From an optimization exercise on the open Yosys and OpenROAD flow, aimed at small area, a short achievable clock period and few clock cycles; shortcuts taken in it are not production practice. The RTL was checked by simulation tests, not by an equivalence proof against the original design.

==> design.v <==
module JAM (
	input CLK,
	input RST,
	output [2:0] W,
	output [2:0] J,
	input [6:0] Cost,
	output [3:0] MatchCount,
	output reg [9:0] MinCost,
	output reg Valid
);
integer k;
localparam S_ITER = 2'd0, S_WALK = 2'd1, S_BM = 2'd2, S_DONE = 2'd3;
reg [1:0] st;
reg [2:0] ph;         
reg       first;      
reg [7:0] pend;       
reg [2:0] jc;         
reg [2:0] r;          
reg       dec;        
reg       spec1;      
reg       specok;     
reg       vA;         
reg [7:0] used;       
reg [7:0] inT;        
reg [7:0] mt;         
reg       walking;    
reg [3:0] rdone;      
reg       ddone;      
reg [8:0] K;          
reg [2:0] L;
reg       res;
reg [3:0] cnt;
reg [7:0] nv [0:7];   
reg [7:0] ur [0:7];   
reg [8:0] M  [0:7];   
reg [2:0] way[0:7];
reg [7:0] wroot;
reg [2:0] p  [0:7];   
reg [7:0] T  [0:7];   
reg [8:0] D;          
reg [2:0] j0;         
reg [2:0] wj;         
reg [2:0] wrow;       
reg [2:0] jA, rowA;
reg [9:0] nvKA;       
reg [8:0] MA;
reg [2:0] pA;
reg       mtA, lastA, startA;
reg       pfA;        
reg [7:0] pnA;
reg [2:0] jnA;
reg [8:0] Dmin;
reg [2:0] j1;
reg [2:0] pbest;
reg       mtbest;
reg       pfbest;
reg [7:0] pnbest;
reg [2:0] jnbest;
reg [2:0] stk [0:5];
reg [5:0] hm;         
assign MatchCount = cnt;
function [2:0] lowest;
	input [7:0] m;
	begin
		casez (m)
			8'b???????1: lowest = 3'd0;
			8'b??????10: lowest = 3'd1;
			8'b?????100: lowest = 3'd2;
			8'b????1000: lowest = 3'd3;
			8'b???10000: lowest = 3'd4;
			8'b??100000: lowest = 3'd5;
			8'b?1000000: lowest = 3'd6;
			default:     lowest = 3'd7;
		endcase
	end
endfunction
function [9:0] fadd;
	input [9:0] a, b;
	input cin;
	begin
		fadd = a + b + {9'd0, cin};
	end
endfunction
function flt;
	input [8:0] a, b;
	begin
		flt = a < b;
	end
endfunction
function [7:0] qoh;
	input [2:0] x;
	integer i;
	begin
		for (i = 0; i < 8; i = i + 1) qoh[i] = (p[i] == x);
	end
endfunction
wire       dupd   = dec & mtbest;                           
wire       dec_go = dupd & ~specok;                         
wire       dK     = dec_go | spec1 | (dec & specok);        
wire       newph  = dec & ~mtbest & (st == S_ITER);         
wire [2:0] rr     = (dec_go && first) ? p[j1] : r;
wire [7:0] Ur     = ur[rr];
wire       issue  = (st == S_ITER || st == S_BM) && (pend != 8'd0) && (!dec || mtbest || newph) &&
                    !(st == S_BM && walking && pend_n == 8'd0);    
wire [7:0] pend_n = pend & ~(8'd1 << jc);
wire       zinit  = (st == S_ITER) && first && !dec && !spec1 && (ph == 3'd0);
wire       fold   = issue && (((st == S_ITER) && ((first && !dec && !spec1) || newph)) || (st == S_BM && r == 3'd0));
wire       fixing = (first || st == S_BM) && !dec && (inT != 8'd0);
wire [7:0] nvj    = zinit ? 8'd0 : nv[jc];
wire [9:0] kop    = dK ? {1'b0, Dmin} :
                    used[jc] ? {1'b0, (newph ? Dmin : D)} :
                    newph ? 10'd0 : {K[8], K};
wire [9:0] uop    = dK ? {2'b11, ~Ur} : 10'd0;
wire [9:0] nvK    = {nvj[7], nvj[7], nvj} + kop + uop + {9'd0, dK};
wire [7:0] nvF    = nvj + ((used[jc] && !zinit) ? (newph ? Dmin[7:0] : D[7:0]) : 8'd0);
wire [9:0] Kn     = {1'b0, Dmin} + {2'b11, ~Ur} + 10'd1;
wire [7:0] usedE  = dK ? (used | (8'd1 << j1)) : ((first || newph) ? 8'd0 : used);
wire [7:0] pnI    = ~(usedE | (8'd1 << jc));
assign W = rr;
assign J = jc;
wire [8:0] x      = {2'b00, Cost} + nvKA[8:0];
wire [9:0] CA     = {1'b0, MA} - nvKA;
wire [9:0] DK     = {1'b0, Dmin} - nvKA;
wire       lt_xM  = {3'b100, Cost} < {~CA[9], CA[8:0]};
wire       lt_xD  = {3'b100, Cost} < {~DK[9], DK[8:0]};
wire       lt_MD  = MA < Dmin;
wire       firstE = first & ~(dec & specok);    
wire       less   = firstE | lt_xM;
wire       better = startA | (less ? lt_xD : lt_MD);
wire [8:0] newM   = less ? x : MA;
wire       sb     = vA && lastA && (st == S_ITER);
wire       mtf    = better ? mtA : mtbest;
wire [2:0] pf     = better ? pA : pbest;
wire [7:0] pnf    = better ? pnA : pnbest;
wire [2:0] jnf    = better ? jnA : jnbest;
wire       bV     = vA && (st == S_ITER) && better;
wire       lastI  = issue && (st == S_ITER) && (pend_n == 8'd0);
wire       mt_r   = bV ? mtA : mtbest;
wire       specgo = lastI && vA && !lastA && mt_r && !dec && !spec1 && (!first || (bV ? pfA : pfbest));
wire [2:0] rspec  = bV ? pA : pbest;
wire [7:0] urE    = ur[rowA] + (inT[rowA] ? D[7:0] : 8'd0);
wire [7:0] used_r = used & (used - 8'd1);
wire [7:0] inT_r  = inT & (inT - 8'd1);
reg  [2:0] bl;
reg        bany;
reg  [7:0] um;        
reg  [7:0] umj;       
always @(*) begin
	umj = 8'd0;
	for (k = 0; k < 5; k = k + 1)
		if (k < bl) umj = umj | (8'd1 << stk[k]);
end
always @(*) begin
	bany = 1'b0;
	bl = 3'd0;
	for (k = 0; k < 6; k = k + 1)
		if (hm[k] && k < L) begin bany = 1'b1; bl = k; end
end
reg        dead;
always @(*) begin
	dead = 1'b0;
	for (k = 1; k < 8; k = k + 1)
		if (k > L && rdone > k && (T[k] & ~um) == 8'd0) dead = 1'b1;
end
wire [7:0] rowL  = T[L];
wire [7:0] above = res ? ~((8'd2 << stk[L]) - 8'd1) : 8'hff;
wire [7:0] cand  = rowL & ~um & above;
wire [7:0] fr    = ~um;
wire [7:0] x6    = T[6] & fr;
wire [7:0] x7    = T[7] & fr;
wire       two   = (x6 == fr) && (x7 == fr);
wire       one   = (x6 != 8'd0) && (x7 != 8'd0) && ((x6 | x7) == fr);
wire [1:0] leaves = two ? 2'd2 : (one ? 2'd1 : 2'd0);
wire       drun  = (st == S_BM) && !ddone && (rdone > {1'b0, L}) && (L != 3'd6 || rdone[3]);
always @(posedge CLK or posedge RST) begin
	if (RST) begin
		st <= S_ITER;
		ph <= 3'd0;
		first <= 1'b1;
		pend <= 8'hff;
		jc <= 3'd0;
		r <= 3'd0;
		dec <= 1'b0;
		spec1 <= 1'b0;
		specok <= 1'b0;
		vA <= 1'b0;
		used <= 8'd0;
		inT <= 8'd0;
		mt <= 8'd0;
		walking <= 1'b0;
		rdone <= 4'd0;
		ddone <= 1'b0;
		K <= 9'd0;
		Valid <= 1'b0;
		L <= 3'd0;
		um <= 8'd0;
		res <= 1'b0;
		cnt <= 4'd0;
	end else begin
		vA <= issue && !(spec1 && better);
		spec1 <= specgo;
		specok <= spec1 && !better;
		if (issue) begin
			pend <= pend_n;
			jc <= lowest(pend_n);
		end
		dec <= sb;
		if (vA && st == S_BM && lastA) rdone <= rdone + 4'd1;
		if (sb && !(spec1 && !better)) begin
			if (mtf) begin
				r <= pf;
				pend <= pnf;
				jc <= jnf;
			end else begin
				r <= (ph == 3'd7) ? 3'd0 : ph + 3'd1;
				pend <= 8'hff;
				jc <= 3'd0;
			end
		end
		if (fold) used <= used & ~(8'd1 << jc);
		if (specgo) begin
			r <= rspec;
			pend <= bV ? pnA : pnbest;
			jc <= bV ? jnA : jnbest;
		end
		if (dupd) begin
			used <= used | (8'd1 << j1);
			inT <= inT | (8'd1 << rr);
			K <= Kn[8:0];
			if (!specok) r <= rr;
			first <= 1'b0;
		end
		if (dec && !mtbest) begin
			mt <= mt | (8'd1 << j1);
			walking <= 1'b1;
			K <= 9'd0;
			if (ph == 3'd7) begin
				st <= S_BM;
				rdone <= 4'd0;
				L <= 3'd0;
				um <= 8'd0;
				res <= 1'b0;
				cnt <= 4'd0;
				ddone <= 1'b0;
			end else begin
				ph <= ph + 3'd1;
				first <= 1'b1;
				K <= 9'd0;
			end
		end
		if (walking && wroot[wj]) walking <= 1'b0;
		if (fixing) inT <= inT_r;
		if (st == S_BM) begin
			if (issue && pend_n == 8'd0 && r != 3'd7) begin
				r <= r + 3'd1;
				pend <= ~qoh(r + 3'd1);
				jc <= lowest(~qoh(r + 3'd1));
			end
		end
		if (drun) begin
			if (L == 3'd6 || cand == 8'd0 || dead) begin
				if (L == 3'd6) cnt <= cnt + {2'b00, leaves};
				if (bany) begin
					L <= bl;
					um <= umj;
					res <= 1'b1;
				end else begin
					ddone <= 1'b1;
					Valid <= 1'b1;
				end
			end else begin
				L <= L + 3'd1;
				um <= um | (8'd1 << lowest(cand));
				res <= 1'b0;
			end
		end
		if (st == S_BM && ddone) st <= S_DONE;
	end
end
always @(posedge CLK) begin
	if (fold) nv[jc] <= nvF;
	jA <= jc;
	rowA <= r;
	nvKA <= nvK;
	MA <= (vA && (st == S_ITER) && less && jA == jc) ? x : M[jc];    
	pA <= p[jc];
	pfA <= !walking && !newph;
	mtA <= mt[jc] | (newph && jc == j1);
	pnA <= pnI;
	jnA <= lowest(pnI);
	lastA <= (pend_n == 8'd0);
	startA <= (dec && !specok) || spec1 || (st == S_ITER && pend == 8'hff);
	if (dec && first) wroot <= 8'hff;
	if (vA && st == S_ITER) begin
		if (less) M[jA] <= x;
		if (less && !firstE) begin
			way[jA] <= (dec && specok) ? j1 : j0;
			wroot[jA] <= 1'b0;
		end
		if (better) begin
			Dmin <= newM;
			j1 <= jA;
			pbest <= pA;
			mtbest <= mtA;
			pfbest <= pfA;
			pnbest <= pnA;
			jnbest <= jnA;
		end
	end
	if (vA && st == S_BM) T[rowA][jA] <= (x == {1'b0, urE});
	if (dupd) begin
		D <= Dmin;
		nv[j1] <= fadd({2'b00, nv[j1]}, {2'b11, ~Dmin[7:0]}, 1'b1);
		ur[rr] <= fadd({2'b00, ur[rr]}, {2'b11, ~Dmin[7:0]}, 1'b1);
		j0 <= j1;
	end
	if (dec && !mtbest) begin
		D <= Dmin;
		MinCost <= fadd((ph == 3'd0) ? 10'd0 : MinCost, {1'b0, Dmin}, 1'b0);
		wj <= j1;
		wrow <= ph;
		ur[ph] <= Dmin[7:0];
	end
	if (walking) begin
		p[wj] <= wroot[wj] ? wrow : p[way[wj]];
		wj <= way[wj];
	end
	if (fixing) ur[lowest(inT)] <= fadd({2'b00, ur[lowest(inT)]}, {2'b00, D[7:0]}, 1'b0);
	if (st == S_BM) begin
		if (issue && pend_n == 8'd0 && r != 3'd7) T[r + 3'd1] <= qoh(r + 3'd1);
	end
	if (drun && L != 3'd6 && cand != 8'd0 && !dead) begin
		stk[L] <= lowest(cand);
		hm[L] <= (cand & ~(8'd1 << lowest(cand))) != 8'd0;
	end
end
endmodule
==> run.sh <==
#!/bin/bash
# synth_recipe.tcl (not shown) runs the flow's synth.tcl, then flattens the netlist and writes it again
# the make line also repeats each setting of config.mk as NAME=value (left out here)
make -C /OpenROAD-flow-scripts/flow DESIGN_CONFIG=/design/flow/config.mk WORK_HOME=/design/flow/orfs CLKGATE_MAP_FILE= SYNTH_SCRIPT=/design/flow/synth_recipe.tcl finish
==> config.mk <==
export PLATFORM = sky130hd
export DESIGN_NAME = JAM
export DESIGN_NICKNAME = JAM
export VERILOG_FILES = /design/flow/design.v
export SDC_FILE = /design/flow/constraint.sdc
export NUM_CORES = 4
export LEC_CHECK = 0
export ABC_AREA = 1
export CAP_MARGIN = 20
export CORE_MARGIN = 2
export CORE_UTILIZATION = 45
export SETUP_SLACK_MARGIN = 0.3
export SLEW_MARGIN = 20
==> constraint.sdc <==
create_clock -name core_clock -period 5.0 [get_ports {CLK}]
set_input_delay 1.0000 -clock core_clock [delete_from_list [all_inputs] [get_ports {CLK}]]
set_output_delay 1.0000 -clock core_clock [all_outputs]
set_load 0.01 [all_outputs]
==> summary.txt, run 1 <==
CTS
  • CTS Sinks: 526
  • CTS buffer count: 60
  • H-tree levels: 2
  • CTS tree: done
  • Worst skew pair latency: 0.65 ns
  • Root Buffer: clkbuf_16
  • Clk slew on worst S/H paths: 0.07 ns
  • CTS max path bufs: 3

STA
  • Tmin final: 4.58 ns
  • Actual slew at the worst max-slew pin: 1.19 ns
  • Unrepaired setup endpoints after global routing: true
  • Fmax: 218 MHz
  • Setup violators final: 0
  • Slew HR: 20.6%
  • Skew final: 0.0318 ns
  • Final worst slack: 0.416 ns
  • Fin crit share: 91.7%
  • Sum Neg Setup Slack: 0 ns
  • Final Slew Violations: 0
  • Fin. Hold Viols: 0

Setup path
  • Setup CP Type: flip-flop to flip-flop
  • WP data required: 5.56 ns
  • Critical path's slowest cell: ha_4
  • Arrival time at the worst endpoint: 5.14 ns
  • Reg2reg end: jc[2]
  • Crit. End Element: flip-flop
  • CP Launch Type: flip-flop
  • Crit path max fanout: 10
  • CP max stage delay: 0.39 ns
  • Worst R2R Start: jA[2]
  • Worst reg2reg path depth: 30
  • Crit-path most repeated cell: nand2_1

Cells and area
  • Fillers: 6677
  • Share of cells above drive strength 1: 12.3%
  • Storage element area: 14900 µm²
  • N_diodes: 0
  • Area added between synthesis and finish: 15.7%
  • NumNets Final: 4140
  • Area of the multi-input gates: 15300 µm²

Placement
  • IO buf count: 29
  • DP HPWL: 84600 µm
  • Placer Congestion: 0.969
  • Place WS: -0.0394 ns

GRT
  • Total track usage: 29.9%
  • First-pass GRT wire length: 168000 µm
  • Initial antenna violation count: 0
  • GR Overflow Total: 0
  • Pin count of the biggest net entering global routing: 65
  • Vias in the first global route: 27059

Worst hold path
  • Hold Crit Endpoint: pfbest
  • Hold Path Class: flip-flop to flip-flop
  • Hold Path Stages: 0
  • Hold Crit Start: pfA

Routing
  • DR WL/cell: 22.8 µm
  • DR vias: 29205
  • Post-route ant nets: 0
  • DRC viols: 0
  • Drt first pass iters: 6
  • Routed WL: 114000 µm
  • DRT iter0 DRCs: 3638
  • Drt via density: 5.87

Yosys
  • Post-synthesis sequential area ratio: 46.0%
  • Synth cell count leaders: nand2_1, inv_1, edfxtp_1
  • Cell area after synthesis: 32400 µm²
  • Synth top area share: 36.8%
  • Cells after Synth: 3808
  • Most common cell in the netlist: nand2_1
  • Post-synth EDFFs: 398
  • Most used DFF post-synth: edfxtp_1
  • Cell taking the most area after synthesis: edfxtp_1
  • Unique masters post-synth: 67
  • Syn. warnings: 1
  • Post-synthesis average cell area: 8.52 µm²
  • Synth Register Bits: 526
  • Area contributors post-synth: edfxtp_1, nand2_1, o21ai_0, inv_1, dfrtp_1
  • Mapped Nets: 3973
  • Post-synthesis async set-or-reset flop share: 15.2%

Floorplan
  • Ports: 30
  • Initial Util: 45.4%
  • Rows: 98
  • Core area: 71500 µm²
  • Die span in y: 272 µm
  • DIE AREA: 74200 µm²
  • Chip Width: 272 µm

Outcome
  • Status: timing/DRC/antenna clean

Flow run
  • Max-Cap Viols: 0
[kinds of logic (layout without fill, tap and decap cells)]
family / after synthesis / after routing / share of synthesized area, %
fa+ha+maj: 156 / 156 / 6.50
xor+xnor: 93 / 93 / 2.56
buf+inv: 667 / 884 / 8.26
flops: 526 / 526 / 46.0
compound gates: 1011 / 1011 / 18.1
simple gates: 1346 / 1347 / 18.2
mux: 9 / 9 / 0.297
[worst max-delay path by stage]
stage | endpoint | slack [ns] | depth (start not counted) | start
final | jc[2] | 0.42 | 30 | jA[2]
after CTS | pend[4] | 0.31 | 32 | jA[0]
after detailed placement | jc[0] | -0.04 | 30 | jA[2]
after floorplan | jc[0] | 0.43 | 31 | jA[0]
after global routing | jc[2] | 0.22 | 31 | jA[2]
after global placement | jc[1] | 0.07 | 30 | jA[2]
[per-stage QoR]
| step | area [µm²] | util [%] | std cells | hold WS [ns] |
|---|---|---|---|---|
| 2_1_floorplan | 32400 | - | 3808 | 0.408 |
| 3_3_place_gp | 34600 | 48.3 | 4809 | 0.434 |
| 3_5_place_dp | 34600 | 48.3 | 4809 | 0.436 |
| 4_1_cts | 36700 | 51.4 | 4932 | 0.442 |
| 5_1_grt | 37500 | 52.5 | 4976 | 0.462 |
| 6_report | 37500 | 52.5 | 4976 | 0.448 |
[worst max-delay path: cells and delay by family (launching register included)]
kind            cells  cell delay (ns)
compound gates      4             0.58
xor+xnor            1             0.17
fa+ha+maj           2             0.70
buf+inv             6             0.90
flops               1             0.36
simple gates       17             1.79
[cells in the final DEF, fill, tap and decap left out, types with 10 or more instances in the layout]
cell and count:
nand2_1 637, inv_1 478, edfxtp_1 398, o21ai_0 376, nor2_1 316, buf_4 205
a21oi_1 177, nand3_1 136, ha_1 131, o22ai_1 110, o21ai_1 102, nand4_1 98
dfrtp_1 69, clkbuf_16 64, o211ai_1 62, xor2_1 47, dfxtp_1 43, xnor2_1 42
nor3_1 38, inv_2 29, clkdlybuf4s50_1 29, a31oi_1 27, a221oi_1 23, a22oi_1 21
fa_1 20, nand2_2 19, nand2_4 16, clkinv_2 16, clkbuf_1 14, o21bai_1 13
nor2_2 12, o2111ai_1 11, o32ai_1 11, o221ai_1 10, clkinv_1 10
[flip-flops by register name, indices dropped and copies added (netlist names), 9 cells and up, named ones only]
signal	cells
D	9
Dmin	9
K	9
M	72
MinCost	10
T	64
nv	64
nvKA	10
p	24
stk	24
ur	64
way	24
[final cells by class]
class | count | share of cell area, %
clock buffer | 79 | 4.39
inverter | 519 | 5.34
tap | 950 | 3.17
timing repair inverter | 1 | 0.0200
multi-input combinational | 2616 | 40.7
timing repair buffer | 251 | 5.64
clock inverter | 34 | 0.947
sequential | 526 | 39.8
[timing repair]
item                       in CTS  in global routing
pin swaps                       3                 32
hold endpoints to repair        0                  0
buffers inserted               10                 40
resized for setup              18                111
setup endpoints to repair      52                235
hold buffers                    0                  0
cloned                          0                  4
[layer usage]
| layer | wire, µm | global-route usage [%] | share of wire (%) |
|---|---|---|---|
| met1 | 47500 | 41.2 | 42 |
| met2 | 51000 | 46.5 | 45 |
| met3 | 10300 | 5.17 | 9.0 |
| met4 | 4970 | 12.2 | 4.4 |
| met5 | 0 | 0 | 0 |
Testbench counts, summed over its fixed seeds: cycles 3,082.
==> inputs of run 2 (changes only) <==
--- a/config.mk
+++ b/config.mk
@@ -9,5 +9,5 @@
 export CAP_MARGIN = 20
 export CORE_MARGIN = 2
-export CORE_UTILIZATION = 45
+export CORE_UTILIZATION = 58
 export SETUP_SLACK_MARGIN = 0.3
 export SLEW_MARGIN = 20
==> run 2 against run 1 <==
Still clean on timing, DRC and antenna. Non-clock buffer count decreased by 39. Clock skew rose by 0.027 ns. Maximum frequency grew 0.71%. Hold slack got worse by 0.0094 ns. Register-to-register slack better by 0.03 ns. Wire length is 0.51% higher. Cell count is 4.9% lower.
==> summary.txt, run 2 <==
GRT
  • GR Overflow Total: 0
  • First-pass GRT wire length: 170000 µm
  • Total track usage: 39.2%
  • Initial antenna violation count: 2
  • Pin count of the biggest net entering global routing: 65
  • Vias in the first global route: 28668

Cells and area
  • Fillers: 4465
  • Storage element area: 15000 µm²
  • Largest register FFs: 72
  • Most frequent cells in the layout: nand2_1, inv_1, edfxtp_1, o21ai_0, nor2_1
  • Cell Count, Final, Fillers Out: 4734
  • Area added between synthesis and finish: 13.7%
  • Commonest non-fill, non-tap cell in the layout: nand2_1
  • NumNets Final: 4099
  • Area of the multi-input gates: 15300 µm²
  • Largest register by flop count: M
  • Share of cells above drive strength 1: 11.8%

CTS
  • Clk slew on worst S/H paths: 0.07 ns
  • H-tree levels: 2
  • CTS tree: done
  • CTS Sinks: 526
  • CTS buffer count: 58
  • CTS max path bufs: 3
  • Root Buffer: clkbuf_16
  • Worst skew pair latency: 0.67 ns
  • CTS Hold Bufs: 0

Routing
  • Top layer in use: met4
  • DR WL/cell: 24.1 µm
  • Post-route ant nets: 0
  • DRC viols: 0
  • Met3 wire length: 13400 µm
  • Drt first pass iters: 9
  • Wire length on met2: 51900 µm
  • Drt via density: 6.38
  • Routed WL: 114000 µm
  • DR vias: 30187
  • Met1 wire length: 42700 µm
  • DRT iter0 DRCs: 3984

Yosys
  • Post-synthesis sequential area ratio: 46.0%
  • Most used DFF post-synth: edfxtp_1
  • Area contributors post-synth: edfxtp_1, nand2_1, o21ai_0, inv_1, dfrtp_1
  • Cell area after synthesis: 32400 µm²
  • Synth cell count leaders: nand2_1, inv_1, edfxtp_1
  • Cells after Synth: 3808
  • Unique masters post-synth: 67
  • Post-synthesis average cell area: 8.52 µm²
  • Most common cell in the netlist: nand2_1
  • Synth top area share: 36.8%
  • Mapped Nets: 3973
  • Post-synthesis async set-or-reset flop share: 15.2%
  • Syn. warnings: 1
  • Synth Register Bits: 526
  • Post-synth EDFFs: 398
  • Cell taking the most area after synthesis: edfxtp_1

STA
  • Slew HR: 22.9%
  • Fmax: 220 MHz
  • Tmin final: 4.55 ns
  • Final worst slack: 0.448 ns
  • Fin crit share: 91.0%
  • Fin. Hold Viols: 0
  • Skew final: 0.0588 ns
  • Unrepaired setup endpoints after global routing: true
  • Sum Neg Setup Slack: 0 ns
  • Setup violators final: 0
  • Final Slew Violations: 0
  • Actual slew at the worst max-slew pin: 1.14 ns

Worst hold path
  • Hold Path Class: flip-flop to flip-flop

Setup path
  • Crit path max fanout: 11
  • Setup CP Type: flip-flop to flip-flop
  • Arrival time at the worst endpoint: 5.13 ns
  • CP Launch Type: flip-flop
  • Crit. End Element: flip-flop
  • WP data required: 5.58 ns

Floorplan
  • Initial Util: 58.8%
  • Rows: 86
  • Core area: 55200 µm²
  • DIE AREA: 57800 µm²
  • Die span in y: 240 µm
  • Ports: 30
  • Chip Width: 240 µm

Flow run
  • Max-Cap Viols: 0

Placement
  • DP HPWL: 84500 µm
  • IO buf count: 29
  • Placer Congestion: 1.03
  • Dpl cells: 4581
  • Place WS: -0.0257 ns

Outcome
  • Status: timing/DRC/antenna clean
run 2: cell counts after synthesis:
Identical to the previous run, type by type.
run 2: worst paths after layout:
kind / endpoint / start / depth (start not counted) / slack (ns)
worst max-delay path: pend[0] / jA[2] / 22 / 0.45
worst min-delay path: pfbest / pfA / 0 / 0.44
worst max register to register: pend[0] / jA[2] / 22 / 0.45
worst min register to register: pfbest / pfA / 0 / 0.44
max in group asynchronous: pend[2] / RST / 3 / 3.11
min in group asynchronous: jc[1] / RST / 2 / 0.88
run 2: cells by family after synthesis:
logic type,count (synthesis),share of synthesized area (%)
XOR/XNOR,93,2.56
buffers and inverters,667,8.26
adder cells (fa/ha/maj),156,6.50
AND/OR/NAND/NOR,1346,18.2
AO/OA/AOI/OAI,1011,18.1
multiplexers,9,0.297
flip-flops,526,46.0
run 2: stage by stage:
step	area (µm²)	util (%)	hold WS [ns]
4_1_cts	36200	65.5	0.437
3_5_place_dp	34100	61.8	0.421
3_3_place_gp	34100	61.8	0.420
5_1_grt	36900	66.8	0.459
2_1_floorplan	32400	-	0.408
6_report	36900	66.8	0.439
run 2: cell type report:
class	count	share of cell area [%]
sequential	526	40.5
timing repair buffer	212	4.77
inverter	519	5.43
multi-input combinational	2616	41.6
clock inverter	26	0.726
clock buffer	84	4.42
timing repair inverter	1	0.0203
antenna	2	0.0136
tap	748	2.54
run 2: critical path, stage by stage (launching register included):
cell,delay [ns]
dfxtp_4,0.39
buf_4,0.15
nor3_4,0.07
buf_4,0.21
a22o_1,0.24
a221oi_1,0.39
nand4_1,0.31
ha_1,0.49
inv_1,0.09
nor3_1,0.28
nand3_1,0.16
nand4_1,0.12
nand2_1,0.09
nand2_2,0.11
nand2_2,0.09
nand2_4,0.12
nand4_1,0.26
nand2_4,0.21
clkinvlp_4,0.24
o21ai_0,0.21
nand2_1,0.06
nor2_1,0.10
nor2_1,0.05
run 2: timing repair:
action | 4_1_cts | 5_1_grt
pin swaps | 6 | 33
gates cloned | 0 | 3
endpoints found under the setup margin | 122 | 219
setup buffers | 8 | 26
gates resized for setup | 19 | 122
run 2: per-layer routing:
layer	vias up	GRT usage (%)
li1	13546	-
met1	14211	50.9
met2	2000	62.1
met3	430	8.67
met4	0	19.6
met5	-	0

## what the ideal ports hide
In the flow no input, the clock included, has a driving cell. The finished layouts below were timed again as built, in two steps. Step 1 assumes that a clkbuf_16 drives the clock port and a buf_2 every other input. Step 2 moves the port delays by t, midway between the first and last clock arrival at a register: inputs arrive t later, outputs are due t later. That takes back most of the time a late clock gives input paths. Three values: ideal ports, drivers, drivers and shift; two values: the first two.
run	t, ns	setup slack, ns	clock arrival spread, ns	worst slew at a driven data input, ns
run 1	0.701	0.416 / 0.416 / 0.416	0.031 / 0.032	0.03
run 2	0.705	0.448 / 0.448 / 0.448	0.059 / 0.059	0.03
After both steps every run listed still meets setup and hold.
